Context: an optimization exercise on an open-source flow, tuned for a short achievable clock period and few clock cycles. The choices shown serve that exercise and are no tape-out recipe.
The RTL was checked by simulation tests, not by an equivalence proof against the original design.
Power figures rest on the tool's default switching activity, not on a simulated workload.

## config.mk

```make
export PLATFORM = sky130hd
export DESIGN_NAME = processor
export DESIGN_NICKNAME = processor
export VERILOG_FILES = /design/flow/design.v
export SDC_FILE = /design/flow/constraint.sdc
export NUM_CORES = 4
export LEC_CHECK = 0
export CAP_MARGIN = 20
export CORE_MARGIN = 2
export CORE_UTILIZATION = 40
export SETUP_SLACK_MARGIN = 5
export SLEW_MARGIN = 20
```

## run.sh

```bash
#!/bin/bash
# synth_recipe.tcl (not shown) runs the flow's synth.tcl, then flattens the netlist and writes it again
# the make line also repeats each setting of config.mk as NAME=value (left out here)
make -C /OpenROAD-flow-scripts/flow DESIGN_CONFIG=/design/flow/config.mk WORK_HOME=/design/flow/orfs CLKGATE_MAP_FILE= SYNTH_SCRIPT=/design/flow/synth_recipe.tcl finish
```

## constraint.sdc

```tcl
create_clock -name core_clock -period 9.0 [get_ports {clk}]
set_input_delay 1.8000 -clock core_clock [delete_from_list [all_inputs] [get_ports {clk}]]
set_output_delay 1.8000 -clock core_clock [all_outputs]
set_load 0.01 [all_outputs]
```

## design.v

```verilog
module alu (
    input [31:0] src1,
    input [31:0] src2,
    input sub,
    input [2:0] op,
    output [31:0] sum,
    output [31:0] other
);
    assign sum = src1 + (src2 ^ {32{sub}}) + {31'b0, sub};
    wire [31:0] shr = src1 >> src2[4:0];
    assign other = ({32{op[0]}} & (src1 & src2))
                 | ({32{op[1]}} & (src1 | src2))
                 | ({32{op[2]}} & shr);
endmodule
module control_unit (
    input [31:0] instruction,
    output reg RegWrite,
    output reg MemRead,
    output reg MemWrite,
    output reg Branch,
    output reg ALUSrc,
    output reg ALUSum,           
    output reg ALUSub,
    output reg [2:0] ALUOp,      
    output reg uses_rs1,
    output reg uses_rs2          
);
    localparam R_TYPE = 7'b0110011;
    localparam I_TYPE_LOAD = 7'b0000011;
    localparam I_TYPE_ALU = 7'b0010011;
    localparam S_TYPE = 7'b0100011;
    localparam B_TYPE = 7'b1100011;
    wire [6:0] opcode = instruction[6:0];
    wire [2:0] funct3 = instruction[14:12];
    wire [6:0] funct7 = instruction[31:25];
    always @(*) begin
        RegWrite = 1'b0;
        MemRead = 1'b0;
        MemWrite = 1'b0;
        Branch = 1'b0;
        ALUSrc = 1'b0;
        ALUSum = 1'b1;
        ALUSub = 1'b0;
        ALUOp = 3'b000;
        uses_rs1 = 1'b0;
        uses_rs2 = 1'b0;
        case (opcode)
            R_TYPE: begin
                RegWrite = 1'b1;
                uses_rs1 = 1'b1;
                uses_rs2 = 1'b1;
                case ({funct7, funct3})
                    10'b0100000_000: ALUSub = 1'b1;
                    10'b0000000_110: begin ALUSum = 1'b0; ALUOp = 3'b010; end
                    10'b0000000_111: begin ALUSum = 1'b0; ALUOp = 3'b001; end
                    10'b0000000_101: begin ALUSum = 1'b0; ALUOp = 3'b100; end
                    default: begin end
                endcase
            end
            I_TYPE_LOAD: begin
                RegWrite = 1'b1;
                MemRead = 1'b1;
                ALUSrc = 1'b1;
                uses_rs1 = 1'b1;
            end
            I_TYPE_ALU: begin
                RegWrite = 1'b1;
                ALUSrc = 1'b1;
                uses_rs1 = 1'b1;
                if (funct3 == 3'b111) begin ALUSum = 1'b0; ALUOp = 3'b001; end
            end
            S_TYPE: begin
                MemWrite = 1'b1;
                ALUSrc = 1'b1;
                uses_rs1 = 1'b1;
            end
            B_TYPE: begin
                if (instruction[19:15] != instruction[24:20]) begin
                    Branch = 1'b1;
                    uses_rs1 = 1'b1;
                    uses_rs2 = 1'b1;
                end
            end
            default: begin
            end
        endcase
    end
endmodule
module register_file (
    input clk,
    input rst,
    input RegWrite,
    input [4:0] rs1_addr,
    input [4:0] rs2_addr,
    input [4:0] rd_addr,
    input [31:0] write_data,
    output [31:0] rs1_data,
    output [31:0] rs2_data
);
    reg [31:0] registers[1:31];
    integer i;
    assign rs1_data = (rs1_addr != 5'b00000) ? registers[rs1_addr] : 32'b0;
    assign rs2_data = (rs2_addr != 5'b00000) ? registers[rs2_addr] : 32'b0;
    always @(posedge clk or posedge rst) begin
        if (rst) begin
            for (i = 1; i < 32; i = i + 1) begin
                registers[i] <= 32'b0;
            end
        end else if (RegWrite && (rd_addr != 5'b00000)) begin
            registers[rd_addr] <= write_data;
        end
    end
endmodule
module immediate_generator (
    input [31:0] instruction,
    output [31:0] immediate,
    output [12:1] branch_offset
);
    wire is_store = (instruction[6:0] == 7'b0100011);
    assign immediate = {{20{instruction[31]}}, instruction[31:25],
                        is_store ? instruction[11:7] : instruction[24:20]};
    assign branch_offset = {instruction[31], instruction[7], instruction[30:25], instruction[11:8]};
endmodule
module forwarding_unit (
    input [4:0] rs_addr,
    input ID_EX_wr,               
    input [4:0] ID_EX_rd_addr,
    input EX_MEM_wr,              
    input [4:0] EX_MEM_rd_addr,
    output fwd_mem,
    output fwd_wb
);
    assign fwd_mem = ID_EX_wr && (ID_EX_rd_addr == rs_addr);
    assign fwd_wb  = !fwd_mem && EX_MEM_wr && (EX_MEM_rd_addr == rs_addr);
endmodule
module hazard_detection_unit (
    input ID_EX_load_wr,         
    input [4:0] ID_EX_rd_addr,
    input uses_rs1,
    input uses_rs2,
    input [4:0] rs1_addr,
    input [4:0] rs2_addr,
    output stall
);
    assign stall = ID_EX_load_wr &&
                   ((uses_rs1 && (ID_EX_rd_addr == rs1_addr)) ||
                    (uses_rs2 && (ID_EX_rd_addr == rs2_addr)));
endmodule
module processor (
    input clk,
    input rst,
    output [31:0] imem_addr,
    input  [31:0] imem_rdata,
    output [31:0] dmem_addr,
    output [15:0] dmem_wdata,
    output        dmem_we,
    input  [15:0] dmem_rdata
);
    reg [11:1] pc;
    reg [11:1] IF_ID_pc;
    reg [31:0] IF_ID_instruction;
    reg IF_ID_valid;
    reg [31:0] ID_EX_a, ID_EX_b;
    reg [15:0] ID_EX_sdata;
    reg ID_EX_fa_ms, ID_EX_fa_mo, ID_EX_fa_wb, ID_EX_fb_ms, ID_EX_fb_mo, ID_EX_fb_wb;
    reg ID_EX_fs_mem, ID_EX_fs_wb;
    reg ID_EX_sum, ID_EX_sub;
    reg [2:0] ID_EX_op;
    reg [4:0] ID_EX_rd_addr;
    reg [11:1] ID_EX_target;
    reg ID_EX_wr, ID_EX_load, ID_EX_store, ID_EX_branch;
    reg [31:0] EX_MEM_sum, EX_MEM_other;
    reg EX_MEM_sel_sum;
    reg [15:0] EX_MEM_sdata;
    reg [4:0] EX_MEM_rd_addr;
    reg EX_MEM_wr, EX_MEM_load, EX_MEM_store;
    reg [31:0] MEM_WB_result;
    wire stall;
    wire branch_taken;
    wire [31:0] f_instr = imem_rdata;
    wire f_uncond = (f_instr[6:0] == 7'b1100011) && (f_instr[19:15] == f_instr[24:20]);
    wire [11:1] f_offset = {f_instr[7], f_instr[30:25], f_instr[11:8]};
    always @(posedge clk or posedge rst) begin
        if (rst) begin
            pc <= 11'b0;
        end else if (branch_taken) begin
            pc <= ID_EX_target;
        end else if (!stall) begin
            pc <= f_uncond ? pc + f_offset : pc + 11'd2;
        end
    end
    assign imem_addr = {20'b0, pc, 1'b0};
    always @(posedge clk or posedge rst) begin
        if (rst) begin
            IF_ID_valid <= 1'b0;
        end else if (branch_taken) begin
            IF_ID_valid <= 1'b0;
        end else if (!stall) begin
            IF_ID_valid <= 1'b1;
        end
    end
    always @(posedge clk) begin
        if (!stall) begin
            IF_ID_pc <= pc;
            IF_ID_instruction <= f_instr;
        end
    end
    wire [4:0] rs1_addr = IF_ID_instruction[19:15];
    wire [4:0] rs2_addr = IF_ID_instruction[24:20];
    wire [4:0] rd_addr  = IF_ID_instruction[11:7];
    wire RegWrite, MemRead, MemWrite, Branch, ALUSrc, uses_rs1, uses_rs2;
    wire ALUSum, ALUSub;
    wire [2:0] ALUOp;
    control_unit cu (
        .instruction(IF_ID_instruction),
        .RegWrite(RegWrite),
        .MemRead(MemRead),
        .MemWrite(MemWrite),
        .Branch(Branch),
        .ALUSrc(ALUSrc),
        .ALUSum(ALUSum),
        .ALUSub(ALUSub),
        .ALUOp(ALUOp),
        .uses_rs1(uses_rs1),
        .uses_rs2(uses_rs2)
    );
    wire [31:0] immediate;
    wire [12:1] branch_offset;
    immediate_generator imm_gen (
        .instruction(IF_ID_instruction),
        .immediate(immediate),
        .branch_offset(branch_offset)
    );
    wire [31:0] rs1_data, rs2_data;
    wire [31:0] mem_result;
    register_file rf (
        .clk(clk),
        .rst(rst),
        .RegWrite(EX_MEM_wr),
        .rs1_addr(rs1_addr),
        .rs2_addr(rs2_addr),
        .rd_addr(EX_MEM_rd_addr),
        .write_data(mem_result),
        .rs1_data(rs1_data),
        .rs2_data(rs2_data)
    );
    hazard_detection_unit hdu (
        .ID_EX_load_wr(ID_EX_load && ID_EX_wr),
        .ID_EX_rd_addr(ID_EX_rd_addr),
        .uses_rs1(uses_rs1 && IF_ID_valid),
        .uses_rs2(uses_rs2 && IF_ID_valid),
        .rs1_addr(rs1_addr),
        .rs2_addr(rs2_addr),
        .stall(stall)
    );
    wire fa_mem, fa_wb, f2_mem, f2_wb;
    forwarding_unit fu1 (
        .rs_addr(rs1_addr),
        .ID_EX_wr(ID_EX_wr), .ID_EX_rd_addr(ID_EX_rd_addr),
        .EX_MEM_wr(EX_MEM_wr), .EX_MEM_rd_addr(EX_MEM_rd_addr),
        .fwd_mem(fa_mem), .fwd_wb(fa_wb)
    );
    forwarding_unit fu2 (
        .rs_addr(rs2_addr),
        .ID_EX_wr(ID_EX_wr), .ID_EX_rd_addr(ID_EX_rd_addr),
        .EX_MEM_wr(EX_MEM_wr), .EX_MEM_rd_addr(EX_MEM_rd_addr),
        .fwd_mem(f2_mem), .fwd_wb(f2_wb)
    );
    wire d_bubble = branch_taken || stall || !IF_ID_valid;
    always @(posedge clk or posedge rst) begin
        if (rst) begin
            ID_EX_wr <= 1'b0;
            ID_EX_load <= 1'b0;
            ID_EX_store <= 1'b0;
            ID_EX_branch <= 1'b0;
        end else begin
            ID_EX_wr <= !d_bubble && RegWrite && (rd_addr != 5'b00000);
            ID_EX_load <= !d_bubble && MemRead;
            ID_EX_store <= !d_bubble && MemWrite;
            ID_EX_branch <= !d_bubble && Branch;
        end
    end
    always @(posedge clk) begin
        ID_EX_a <= rs1_data;
        ID_EX_b <= ALUSrc ? immediate : rs2_data;
        ID_EX_sdata <= rs2_data[15:0];
        ID_EX_fa_ms <= fa_mem && ID_EX_sum;
        ID_EX_fa_mo <= fa_mem && !ID_EX_sum;
        ID_EX_fa_wb <= fa_wb;
        ID_EX_fb_ms <= f2_mem && ID_EX_sum && !ALUSrc;
        ID_EX_fb_mo <= f2_mem && !ID_EX_sum && !ALUSrc;
        ID_EX_fb_wb <= f2_wb && !ALUSrc;
        ID_EX_fs_mem <= f2_mem;
        ID_EX_fs_wb <= f2_wb;
        ID_EX_sum <= ALUSum;
        ID_EX_sub <= ALUSub;
        ID_EX_op <= ALUOp;
        ID_EX_rd_addr <= rd_addr;
        ID_EX_target <= IF_ID_pc + branch_offset[11:1];
    end
    wire [31:0] src1 = ID_EX_fa_ms ? EX_MEM_sum :
                       ID_EX_fa_mo ? EX_MEM_other :
                       ID_EX_fa_wb ? MEM_WB_result : ID_EX_a;
    wire [31:0] src2 = ID_EX_fb_ms ? EX_MEM_sum :
                       ID_EX_fb_mo ? EX_MEM_other :
                       ID_EX_fb_wb ? MEM_WB_result : ID_EX_b;
    wire [15:0] sdata = ID_EX_fs_mem ? mem_result[15:0] :
                        ID_EX_fs_wb  ? MEM_WB_result[15:0] : ID_EX_sdata;
    wire [31:0] alu_sum, alu_other;
    alu alu_inst (
        .src1(src1),
        .src2(src2),
        .sub(ID_EX_sub),
        .op(ID_EX_op),
        .sum(alu_sum),
        .other(alu_other)
    );
    assign branch_taken = ID_EX_branch && (src1 == src2);
    always @(posedge clk or posedge rst) begin
        if (rst) begin
            EX_MEM_wr <= 1'b0;
            EX_MEM_load <= 1'b0;
            EX_MEM_store <= 1'b0;
        end else begin
            EX_MEM_wr <= ID_EX_wr;
            EX_MEM_load <= ID_EX_load;
            EX_MEM_store <= ID_EX_store;
        end
    end
    always @(posedge clk) begin
        EX_MEM_sum <= alu_sum;
        EX_MEM_other <= alu_other;
        EX_MEM_sel_sum <= ID_EX_sum;
        EX_MEM_sdata <= sdata;
        EX_MEM_rd_addr <= ID_EX_rd_addr;
    end
    assign dmem_addr = EX_MEM_sum;
    assign dmem_wdata = EX_MEM_sdata;
    assign dmem_we = EX_MEM_store;
    assign mem_result = EX_MEM_load    ? {{16{dmem_rdata[15]}}, dmem_rdata} :
                        EX_MEM_sel_sum ? EX_MEM_sum : EX_MEM_other;
    always @(posedge clk) begin
        MEM_WB_result <= mem_result;
    end
endmodule
```

==> run notes <==
- Status: no timing/DRC/antenna violations
- CP Launch Type: flip-flop
- Initial antenna violation count: 22
- CP Class: flip-flop to flip-flop
- TritonCTS buffer count: 140
- Max-cap violations: 0
- Die ar.: 158000 um^2
- Net Switching: ~5.5 mW
- Core Rows: 144
- Endpoints failing setup: 0
- Drt initial violations: 10.51k
- Clock Sinks: 1281
- Drt pass-1 iters: 13
- Die height: ~400 um
- Sw frac: 33.57%
- Pwr dens: 230.6 nW/um^2
- Maximum number of pins on one net before global-route repair: about 180
- Commonest non-fill, non-tap cell in the layout: nand2_1
- First-pass GRT wire length: slightly above 400000 um
- FMAX: 249.6 MHz
- Hold Buf Count CTS: 0
- H-tree levels: 4
- Commonest cells after routing, fill and taps aside: nand2_1 (1110), o21ai_0 (1092), dfrtp_1 (1010)
- TNS Setup: 0 ns
- Clock latency on the worst-skew pair: between 0.8 and 0.9 ns
- Pin slew with the least headroom to its limit: 1.251 ns
- Area leader, netlist: dfrtp_1
- Int Power: between 10 and 15 mW
- CTS tree: yes
- Synthesized area per cell: between 9 and 10 um^2
- Via density: 6.731
- Share of the synthesized area in the top cell type: between 40% and 50%
- Length in cells of the worst reg-to-reg path: 8
- WP data required: ~9.6 ns
- Bufs on Longest Clock Path: 3
- Cells taking the most area after synthesis: dfrtp_1 (41%), o21ai_0 (9.0%), dfxtp_1 (7.3%), a22oi_1 (6.9%), nand2_1 (6.9%)
- Seq/Total Area, Yosys: approximately half
- Final-layout fill cell count: 14.61k
- Antenna viol nets, final: 0
- Post-synth EDFFs: between 40 and 50
- Slew headroom: ~17%
- Synthesis-stage register bit count: between 1k and 1.5k
- Clock Root Buffer: clkbuf_16
- Die width: just under 400 um
- Clock-pin slew on the worst setup and hold paths: 0.06 ns
- Crit path cell chain: nand2_1 > nor2_4 > buf_4 > a22o_1 > a221oi_1 > nand4_1 > nor3_1 > o21ai_0
- Slew Limit Fails: 0
- Final Hold Violating Endpoints: 0
- Vias in the first global route: 54.59k
- LEAKAGE: slightly above 30 nW
- Hold Path Class: flip-flop to flip-flop
- Largest fanout on the critical path: 22
- Peak per-stage delay on the critical path: roughly 0.75 ns
- Share of layout cells above drive strength 1: roughly 10%
- Hold_sp: ID_EX_store
- Highest Signal Layer: met5
- Placer congestion estimate: 0.9477
- Arrival time at the worst endpoint: ~4.6 ns
- Met1 wire length: 107900 um
- Port Buffers: about 110
- WL met2: ~120000 um
- Crit path time final: 4.006 ns
- Routed wl met3: 42550 um
- Post-Syn Instances: approximately 6.7k
- CORE AREA: roughly 150000 um^2
- Starting density of the core: 40.26%
- Post-synth cell types: 68
- CP endpoint kind: flip-flop
- Worst Clk Skew: ~0.032 ns
- Final Cycle Share: 44.51%
- RSZ-0062 raised after global routing: yes
- Crit-path slowest cell: nor3_1
- Via count: around 60k
- Final WL: 293300 um
- Nets: between 6k and 7k
- Peak VDD IR: a little under 200 uV
- Syn-to-layout area delta: 14.78%
- GRT Overall Usage: between 30% and 40%
- Top FF cell, synth: dfrtp_1
- RR Startpoint: IF_ID_instruction[24]
- Top Ports: around 130
- Routed len/inst: 33.55 um
- Clk network pwr share: around 37%
- Worst Hold Path Cells: 0
- Share of flip-flops with an asynchronous set or reset: 78.92%
- HPWL Detailed: around 160000 um
- Total Power: between 15 and 20 mW
- CP startpoint: IF_ID_instruction[24]
- # DRC: 0
- Comb pwr share: ~23%
- Mapped Area: ~62000 um^2
- Worst R2R Setup Slack: around 5 ns
- Reg power frac: around 41%
- GRT overflow: 0
- Synthesis Warnings: 4
[final cells by class]
type	instances	area [um^2]	share of cell area [%]
sequential	1281	31150	43.81
multi-input combinational	4686	29180	41.03
clock buffer	201	4089	5.750
timing repair buffer	307	2917	4.101
tap	2044	2557	3.596
clock inverter	56	600.6	0.8446
inverter	153	578.1	0.8129
antenna	15	37.54	0.05279
[metal layers]
layer | vias to the layer above | track usage (%)
met5 | - | 0.1816
li1 | 24090 | -
met3 | 1416 | 14.66
met4 | 26 | 22.71
met2 | 4944 | 50.90
met1 | 28370 | 45.38
[cell usage after synthesis, drive strengths merged (142+ instances only)]
master / count
clkbuf: 548
nand3: 167
dfrtp: 1011
a22o: 176
a21oi: 160
mux2i: 142
nor2: 246
dfxtp: 227
inv: 153
o21ai: 1120
a221oi: 174
nand2: 1133
a22oi: 573
[logic make-up after synthesis]
| family | after synthesis | synth area share (%) |
|---|---|---|
| buffers and inverters | 763 | 4.797 |
| other | 1 | 0.006053 |
| adders and majority gates | 118 | 2.420 |
| muxes | 169 | 2.797 |
| and+or+nand+nor | 1862 | 12.99 |
| xor gates and xnor gates | 105 | 1.484 |
| DFF | 1281 | 50.26 |
| AOI/OAI and AO/OA | 2411 | 25.25 |
[power by group through the flow]
| stage | combinational, mW | sequential (mW) | clock [mW] |
|---|---|---|---|
| 6_report | 3.68 | 6.74 | 5.98 |
| 3_5_place_dp | 3.41 | 6.82 | 0 |
| 4_1_cts | 3.46 | 6.72 | 5.98 |
| 3_3_place_gp | 3.38 | 6.81 | 0 |
| 2_1_floorplan | 2.09 | 6.65 | 0 |
| 5_1_grt | 3.94 | 6.77 | 6.19 |
[worst max-delay path: cells and delay by family, from the launching register on]
kind	cells	cell delay [ns]
simple gates	4	1.95
compound gates	3	0.79
flops	1	0.61
buf+inv	1	0.43
[stage by stage]
stage | instances | util (%) | worst slack (ns) | cell area, um^2 | hold slack (ns)
after floorplan | 6730 | - | -6.732 | 62040 | 0.3312
after global placement | 8430 | 42.54 | 3.774 | 65450 | 0.3560
after detailed placement | 8430 | 42.54 | 3.792 | 65460 | 0.3403
after CTS | 8694 | 45.77 | 4.954 | 70430 | 0.3645
after global routing | 8731 | 46.20 | 4.992 | 71080 | 0.3787
final | 8743 | 46.22 | 4.994 | 71110 | 0.3636
[worst paths after layout]
path / to
setup / recovery: ID_EX_b[26]
hold / removal: EX_MEM_store
setup reg to reg: ID_EX_b[26]
hold reg to reg: EX_MEM_store
max in group asynchronous: rf.registers[3][3]
min in group asynchronous: rf.registers[31][31]
[state kept, by name, summed over array words and instances (netlist names), 3 cells and up]
signal	count
ID_EX_a	32
EX_MEM_sum	32
ID_EX_rd_addr	5
ID_EX_b	32
pc	11
ID_EX_sdata	16
EX_MEM_sdata	16
EX_MEM_rd_addr	5
ID_EX_target	11
ID_EX_op	3
rf.registers	992
MEM_WB_result	32
IF_ID_pc	11
IF_ID_instruction	32
EX_MEM_other	32
[timing repair]
action                                  4_1_cts  5_1_grt
endpoints found under the hold margin         0        0
pin swaps                                     5       13
cloned                                        1        6
setup buffers                                 6       27
gates resized for setup                      48       51
endpoints found under the setup margin       54       14
Testbench counts, summed over its fixed seeds: cycles 30,477.

## re-timing with driven ports
How much do the figures lean on ideal ports? The routed layout below was timed once more, with nothing changed but the port constraints. Step 1, drivers: a clkbuf_16 drives clk and a buf_2 each remaining input, both assumed. Step 2 adds t to the input delays and takes it off the output delays; t is the mean of the earliest and latest rising clock arrival at the registers after step 1. Input paths then give back, and output paths get back, about the clock's delay inside the block. Slacks: ideal / step 1 / step 2; pairs: ideal / step 1.
t, ns: 0.886
setup slack, ns: 4.994 / 4.994 / 4.394
worst setup path after step 2: input to register
clock arrival spread, ns: 0.034 / 0.034
worst register clock-pin slew, ns: 0.07 / 0.07
After both steps this run still meets setup and hold. For this run, drivers alone change the setup slack by 0.000 ns; drivers and shift together by -0.600 ns.
